What follows belongs to an exercise in optimizing a design on an open flow for small area, a short achievable clock period and few clock cycles; a production flow would make more cautious choices.
Power figures rest on the tool's default switching activity, not on a simulated workload.

==> flow/design.v <==
`timescale 1ns/10ps
module JAM (
    input CLK,
    input RST,
    output reg [2:0] W,
    output reg [2:0] J,
    input [6:0] Cost,
    output reg [3:0] MatchCount,
    output reg [9:0] MinCost,
    output reg Valid );
localparam S_SCAN = 2'd0;
localparam S_WAIT = 2'd1;
localparam S_SRCH = 2'd2;
localparam S_DONE = 2'd3;
reg [1:0] state;
reg [6:0] u  [0:7];
reg [6:0] v  [0:7];
reg [2:0] ra [0:7];          
reg [6:0] s2 [0:7];          
reg [6:0] cnt;               
reg       p1v, p2v;
reg [2:0] p1w, p2w;
reg [3:0] p1j, p2j;
reg [6:0] creg;
reg [6:0] cm;                
reg [6:0] vlast;             
reg [6:0] sh [0:7];
reg       r1v;
reg [2:0] r1w, r1j;
reg [6:0] rx;                
reg       bv;
reg [6:0] badd;
reg [9:0] base;
reg       donescan;
reg       x0go;
reg [9:0] X  [0:7];          
reg [2:0] js [0:6];          
reg [7:0] vb;                
reg       hfp;               
reg [2:0] hfd;
reg       hfr;
reg [7:0] used;              
reg       cvld;              
reg       cdone;             
reg       ev;
reg [2:0] ed, ec;
reg [7:0] eu;
reg [9:0] eK;                
reg [7:0] eT;                
reg       eneg;              
reg [7:0] eT2;               
reg       eneg2;
reg [2:0] efc;               
reg       efra;              
function [7:0] gtm;          
    input [2:0] a;
    gtm = 8'hfe << a;
endfunction
function [7:0] ltm;          
    input [2:0] a;
    ltm = ~(8'hff << a);
endfunction
function [2:0] pe;           
    input [7:0] x;
    integer k;
    begin
        pe = 3'd0;
        for (k = 7; k >= 0; k = k - 1)
            if (x[k]) pe = k[2:0];
    end
endfunction
function [3:0] cnext;        
    input [7:0] mk;
    input [2:0] a;
    reg   [7:0] hi;
    begin
        hi = mk & gtm(a);
        cnext = {|mk, pe((|hi) ? hi : mk)};
    end
endfunction
function [7:0] between;
    input [2:0] a;
    input [2:0] s;
    between = (a < s) ? (gtm(a) & ltm(s)) : (gtm(a) | ltm(s));
endfunction
function [12:0] add12;
    input [11:0] a;
    input [11:0] b;
    input        cin;
    add12 = {1'b0, a} + {1'b0, b} + {12'd0, cin};
endfunction
function [23:0] csa;
    input [11:0] a;
    input [11:0] b;
    input [11:0] c;
    reg   [11:0] cy;
    begin
        cy = (a & b) | (a & c) | (b & c);
        csa = {a ^ b ^ c, cy[10:0], 1'b0};
    end
endfunction
function [9:0] sel10;
    input [79:0] x;
    input [2:0]  k;
    input [2:0]  o;
    integer n;
    begin
        sel10 = 10'd0;
        for (n = 0; n < 8; n = n + 1)
            sel10 = sel10 | ({10{k == n}} & x[((n + o) & 7) * 10 +: 10]);
    end
endfunction
wire [79:0] raf, uf, vf, s2f, Xf, jsf;
wire [7:0]  vbr;             
genvar gi;
generate
    for (gi = 0; gi < 8; gi = gi + 1) begin : g_flat
        assign raf[gi*10 +: 10] = {7'd0, ra[gi]};
        assign uf[gi*10 +: 10]  = {3'd0, u[gi]};
        assign vf[gi*10 +: 10]  = {3'd0, v[gi]};
        assign s2f[gi*10 +: 10] = {3'd0, s2[gi]};
        assign Xf[gi*10 +: 10]  = X[gi];
        assign jsf[gi*10 +: 10] = (gi == 7) ? 10'd0 : {7'd0, js[gi]};
        assign vbr[gi] = (gi == 0) ? 1'b0 : vb[(gi + 7) & 7];
    end
endgenerate
wire [2:0]  W1  = W + 3'd1;
wire [9:0]  xw  = sel10(Xf, W, 3'd0);
wire [6:0]  vj  = sel10(vf, J, 3'd0);
wire [6:0]  uw  = sel10(uf, W, 3'd0);
wire [6:0]  u1  = (W == 3'd7) ? 7'd0 : sel10(uf, W, 3'd1);
wire [6:0]  s21 = sel10(s2f, W, 3'd1);
wire [2:0]  ra1 = sel10(raf, W, 3'd1);
wire [11:0] xwn = {2'b11, ~xw};
wire [11:0] bst = {2'b00, MinCost};
wire [23:0] tq  = csa(bst, xwn, {5'd0, vj});
wire [12:0] Ts  = add12(tq[23:12], {tq[11:1], 1'b1}, 1'b0);
wire [11:0] T   = Ts[11:0];
wire [23:0] t2q = csa(tq[23:12], tq[11:0], {5'h1f, ~s21});
wire [12:0] T2s = add12(t2q[23:12], {t2q[11:1], 1'b1}, 1'b1);
wire [11:0] T2  = T2s[11:0];
wire [23:0] kq  = csa({2'b00, xw}, {5'h1f, ~vj}, {5'h1f, ~u1});
wire [12:0] Ks  = add12(kq[23:12], {kq[11:1], 1'b1}, 1'b1);
wire [9:0]  K   = Ks[9:0];
wire [23:0] fq  = csa({2'b00, xw}, {5'd0, uw}, {5'h1f, ~u1});
wire [12:0] Kfs = add12(fq[23:12], {fq[11:1], 1'b1}, 1'b0);
wire [9:0]  Kf  = Kfs[9:0];
wire [23:0] zq  = csa({2'b00, xw}, {5'd0, uw}, {5'd0, s21});
wire [23:0] zq2 = csa(zq[23:12], zq[11:0], ~bst);
wire [12:0] Zs  = add12(zq2[23:12], zq2[11:0], 1'b0);
wire        hfok = Zs[11];
wire [7:0]  uc  = used | (8'd1 << J);
wire [7:0]  fhi = ~uc & ~ltm(ra1);
wire        fcra = ~uc[ra1];
wire [2:0]  fc  = pe((|fhi) ? fhi : ~uc);
wire [2:0] raw = sel10(raf, W, 3'd0);
wire       cfirst = cvld && J == raw && W != 3'd7;
wire       cfree  = cfirst;
wire [3:0] nA  = cnext(~used & between(J, raw), J);
wire       vbW = (hfp && hfd == W) ? hfr : vb[W];
wire       okA = nA[3] && vbW;
wire [2:0] Wm  = W - 3'd1;
wire [2:0] jp  = sel10(jsf, W, 3'd7);
wire [2:0] ram = sel10(raf, W, 3'd7);
wire [7:0] uB  = used & ~(8'd1 << jp);
wire [3:0] nB  = cnext(~uB & between(jp, ram), jp);
wire       okB = nB[3] && vbr[W];
wire [12:0] cmpd = add12({4'd0, eT}, {5'h1f, ~Cost}, 1'b1);     
wire [12:0] cmp2 = add12({4'd0, eT2}, {5'h1f, ~Cost}, 1'b1);    
wire       le    = !cmpd[11];
wire       lt    = !cmpd[11] && (cmpd[10:0] != 11'd0);
wire       cv    = !eneg2 && !cmp2[11];
wire       acc   = ev && !eneg && le;
wire       leaf  = (ed == 3'd7);
wire       redir = acc && !leaf && (efra || cv);
wire [12:0] sums = add12({2'b00, eK}, {5'd0, Cost}, 1'b0);
wire [9:0] sum   = sums[9:0];
wire [6:0] cmin  = (p2w == 3'd0 || creg < cm) ? creg : cm;
wire [6:0] ru    = u[r1w];
wire [6:0] rs    = s2[r1w];
wire [7:0] rd    = {1'b0, rx} - {1'b0, ru};      
wire       rlt   = rd[7];
wire       rfirst = (r1j == 3'd0);
wire [6:0] nu    = (rfirst || rlt) ? rx : ru;
wire [6:0] ns2   = rfirst ? 7'd127 : rlt ? (ru - rx) : (rd[6:0] < rs ? rd[6:0] : rs);
always @(posedge CLK or posedge RST) begin
    if (RST) begin
        state <= S_SCAN;
        cnt <= 7'd0;
        W <= 3'd0;
        J <= 3'd0;
        Valid <= 1'b0;
        p1v <= 1'b0;
        p2v <= 1'b0;
        r1v <= 1'b0;
        bv <= 1'b0;
        donescan <= 1'b0;
        x0go <= 1'b0;
        cvld <= 1'b0;
        cdone <= 1'b0;
    end else begin
        p1v <= (state == S_SCAN);
        p2v <= p1v;
        r1v <= p2v && p2j != 4'd0;
        bv <= r1v && r1j == 3'd7;
        donescan <= bv && r1w == 3'd0;       
        x0go <= donescan;
        case (state)
        S_SCAN: begin
            cnt <= cnt + 7'd1;
            W <= cnt[2:0] + 3'd1;
            J <= (cnt[2:0] == 3'd7) ? cnt[5:3] + 3'd1 : cnt[5:3];
            if (cnt == 7'd71) state <= S_WAIT;
        end
        S_WAIT: begin
            if (x0go) begin
                state <= S_SRCH;
                W <= 3'd0;
                J <= ra[0];
                cvld <= 1'b1;
                cdone <= 1'b0;
            end
        end
        S_SRCH: begin
            if (redir) begin
                W <= ed + 3'd1;
                J <= efc;
                cvld <= 1'b1;
                cdone <= 1'b0;
            end else if (cfree) begin
                W <= W1;
                J <= fc;
                cvld <= 1'b1;
            end else if (cdone) begin
                state <= S_DONE;
                Valid <= 1'b1;
            end else if (okA) begin
                J <= nA[2:0];
                cvld <= 1'b1;
            end else if (W == 3'd0) begin
                cdone <= 1'b1;
                cvld <= 1'b0;
            end else if (okB) begin
                W <= Wm;
                J <= nB[2:0];
                cvld <= 1'b1;
            end else begin
                W <= Wm;
                J <= jp;
                cvld <= 1'b0;
            end
        end
        default: ;
        endcase
    end
end
integer i;
always @(posedge CLK) begin
    p1w <= cnt[2:0];
    p1j <= cnt[6:3];
    p2w <= p1w;
    p2j <= p1j;
    creg <= Cost;
    sh[0] <= creg;
    for (i = 1; i < 8; i = i + 1) sh[i] <= sh[i - 1];
    if (p2v && p2j != 4'd8) begin
        cm <= cmin;
        if (p2w == 3'd7) begin
            v[p2j[2:0]] <= cmin;
            vlast <= cmin;
        end
    end
    r1w <= p2w;
    r1j <= p2j[2:0] - 3'd1;
    rx <= sh[7] - vlast;
    if (r1v) begin
        u[r1w] <= nu;
        s2[r1w] <= ns2;
        if (rfirst || rlt) ra[r1w] <= r1j;
    end
    badd <= nu;
    if (state == S_SCAN && p2v && p2w == 3'd0 && p2j == 4'd0)
        base <= 10'd0;
    else if (p2v && p2j != 4'd8 && p2w == 3'd7)
        base <= base + cmin;
    else if (bv)
        base <= base + badd;
    if (x0go)
        X[0] <= base - u[0];
    ev <= cvld && state == S_SRCH && !redir && !cfirst;
    ed <= W;
    ec <= J;
    eu <= used;
    eK <= K;
    eneg <= T[11];
    eT <= (T[10:8] != 3'd0) ? 8'hff : T[7:0];
    eneg2 <= T2[11];
    eT2 <= (T2[10:8] != 3'd0) ? 8'hff : T2[7:0];
    efc <= fc;
    efra <= fcra;
    hfp <= cfree && !redir && state == S_SRCH;
    hfd <= W1;
    hfr <= hfok;
    if (hfp) vb[hfd] <= hfr;
    if (state == S_SCAN || state == S_WAIT) begin
        MinCost <= 10'h3ff;
        used <= 8'd0;
        vb <= 8'h01;
    end
    if (state == S_SRCH) begin
        if (acc && leaf) begin
            if (lt) begin
                MinCost <= sum;
                MatchCount <= 4'd1;
            end else begin
                MatchCount <= MatchCount + 4'd1;
            end
        end
        if (redir) begin
            js[ed] <= ec;
            X[ed + 3'd1] <= sum;
            vb[ed + 3'd1] <= cv;
            used <= eu | (8'd1 << ec);
        end else if (cfree) begin
            js[W] <= J;
            X[W1] <= Kf;
            used <= uc;
        end else if (!cdone && !okA && W != 3'd0) begin
            used <= uB;
        end
    end
end
endmodule
clock: 6.0 ns
lec_check: 0
cap_margin: 20
core_margin: 2
core_utilization: 40
setup_slack_margin: 1.5
slew_margin: 20
run.sh (not shown) runs the stock make flow with config.mk's settings and CLKGATE_MAP_FILE= SYNTH_SCRIPT=/design/flow/synth_recipe.tcl, a recipe that flattens the netlist after the stock synthesis.
The baseline ran to the end with no violations.
==> next run, changes <==
--- a/flow/design.v
+++ b/flow/design.v
@@ -36,9 +36,6 @@
 reg [9:0] X  [0:7];          
 reg [2:0] js [0:6];          
 reg [7:0] vb;                
-reg       hfp;               
-reg [2:0] hfd;
-reg       hfr;
 reg [7:0] used;              
 reg       cvld;              
 reg       cdone;             
@@ -87,7 +84,28 @@
     input [11:0] a;
     input [11:0] b;
     input        cin;
-    add12 = {1'b0, a} + {1'b0, b} + {12'd0, cin};
+    reg   [11:0] g, p, gg, pp, gn, pn;
+    reg   [12:0] c;
+    integer i, l;
+    begin
+        g = a & b;
+        p = a ^ b;
+        gg = g;
+        pp = p;
+        for (l = 1; l < 12; l = l * 2) begin
+            gn = gg;
+            pn = pp;
+            for (i = l; i < 12; i = i + 1) begin
+                gn[i] = gg[i] | (pp[i] & gg[i - l]);
+                pn[i] = pp[i] & pp[i - l];
+            end
+            gg = gn;
+            pp = pn;
+        end
+        c[0] = cin;
+        for (i = 0; i < 12; i = i + 1) c[i + 1] = gg[i] | (pp[i] & cin);
+        add12 = {c[12], p ^ c[11:0]};
+    end
 endfunction
 function [23:0] csa;
     input [11:0] a;
@@ -155,10 +173,9 @@
 wire [2:0]  fc  = pe((|fhi) ? fhi : ~uc);
 wire [2:0] raw = sel10(raf, W, 3'd0);
 wire       cfirst = cvld && J == raw && W != 3'd7;
-wire       cfree  = cfirst;
+wire       cfree  = cfirst && (fcra || hfok);
 wire [3:0] nA  = cnext(~used & between(J, raw), J);
-wire       vbW = (hfp && hfd == W) ? hfr : vb[W];
-wire       okA = nA[3] && vbW;
+wire       okA = nA[3] && vb[W];
 wire [2:0] Wm  = W - 3'd1;
 wire [2:0] jp  = sel10(jsf, W, 3'd7);
 wire [2:0] ram = sel10(raf, W, 3'd7);
@@ -298,10 +315,6 @@
     eT2 <= (T2[10:8] != 3'd0) ? 8'hff : T2[7:0];
     efc <= fc;
     efra <= fcra;
-    hfp <= cfree && !redir && state == S_SRCH;
-    hfd <= W1;
-    hfr <= hfok;
-    if (hfp) vb[hfd] <= hfr;
     if (state == S_SCAN || state == S_WAIT) begin
         MinCost <= 10'h3ff;
         used <= 8'd0;
@@ -324,6 +337,7 @@
         end else if (cfree) begin
             js[W] <= J;
             X[W1] <= Kf;
+            vb[W1] <= hfok;
             used <= uc;
         end else if (!cdone && !okA && W != 3'd0) begin
             used <= uB;
What happened: Synthesized cell count increases by 0.46%; via count climbs by 0.51%; non-clock buffer count is lower by 51; routed wire length came out higher by about 4.6%; clock power decreases by about 5%; cell area drops by about 1.1%; global-route usage rises by 1.4 points; die area rises by about 0.5%.
No run of this note included a check of the RTL's function; only the layout flow was run.

## re-timing with driven ports
How much do the figures lean on ideal ports? The routed layouts below were timed once more, with nothing changed but the port constraints. Step 1, drivers: a clkbuf_16 drives CLK and a buf_2 each remaining input, both assumed. Step 2 adds t to the input delays and takes it off the output delays; t is the mean of the earliest and latest rising clock arrival at the registers after step 1. Input paths then give back, and output paths get back, about the clock's delay inside the block. Three values: ideal ports, drivers, drivers and shift; two values: the first two.
run	t (ns)	slack for setup (ns)	worst hold slack (ns)
the first run	0.674	0.977 / 0.977 / 0.977	0.321 / 0.321 / 0.321
the second run	0.669	0.338 / 0.338 / 0.338	0.324 / 0.324 / 0.324
After both steps every run listed still meets setup and hold.
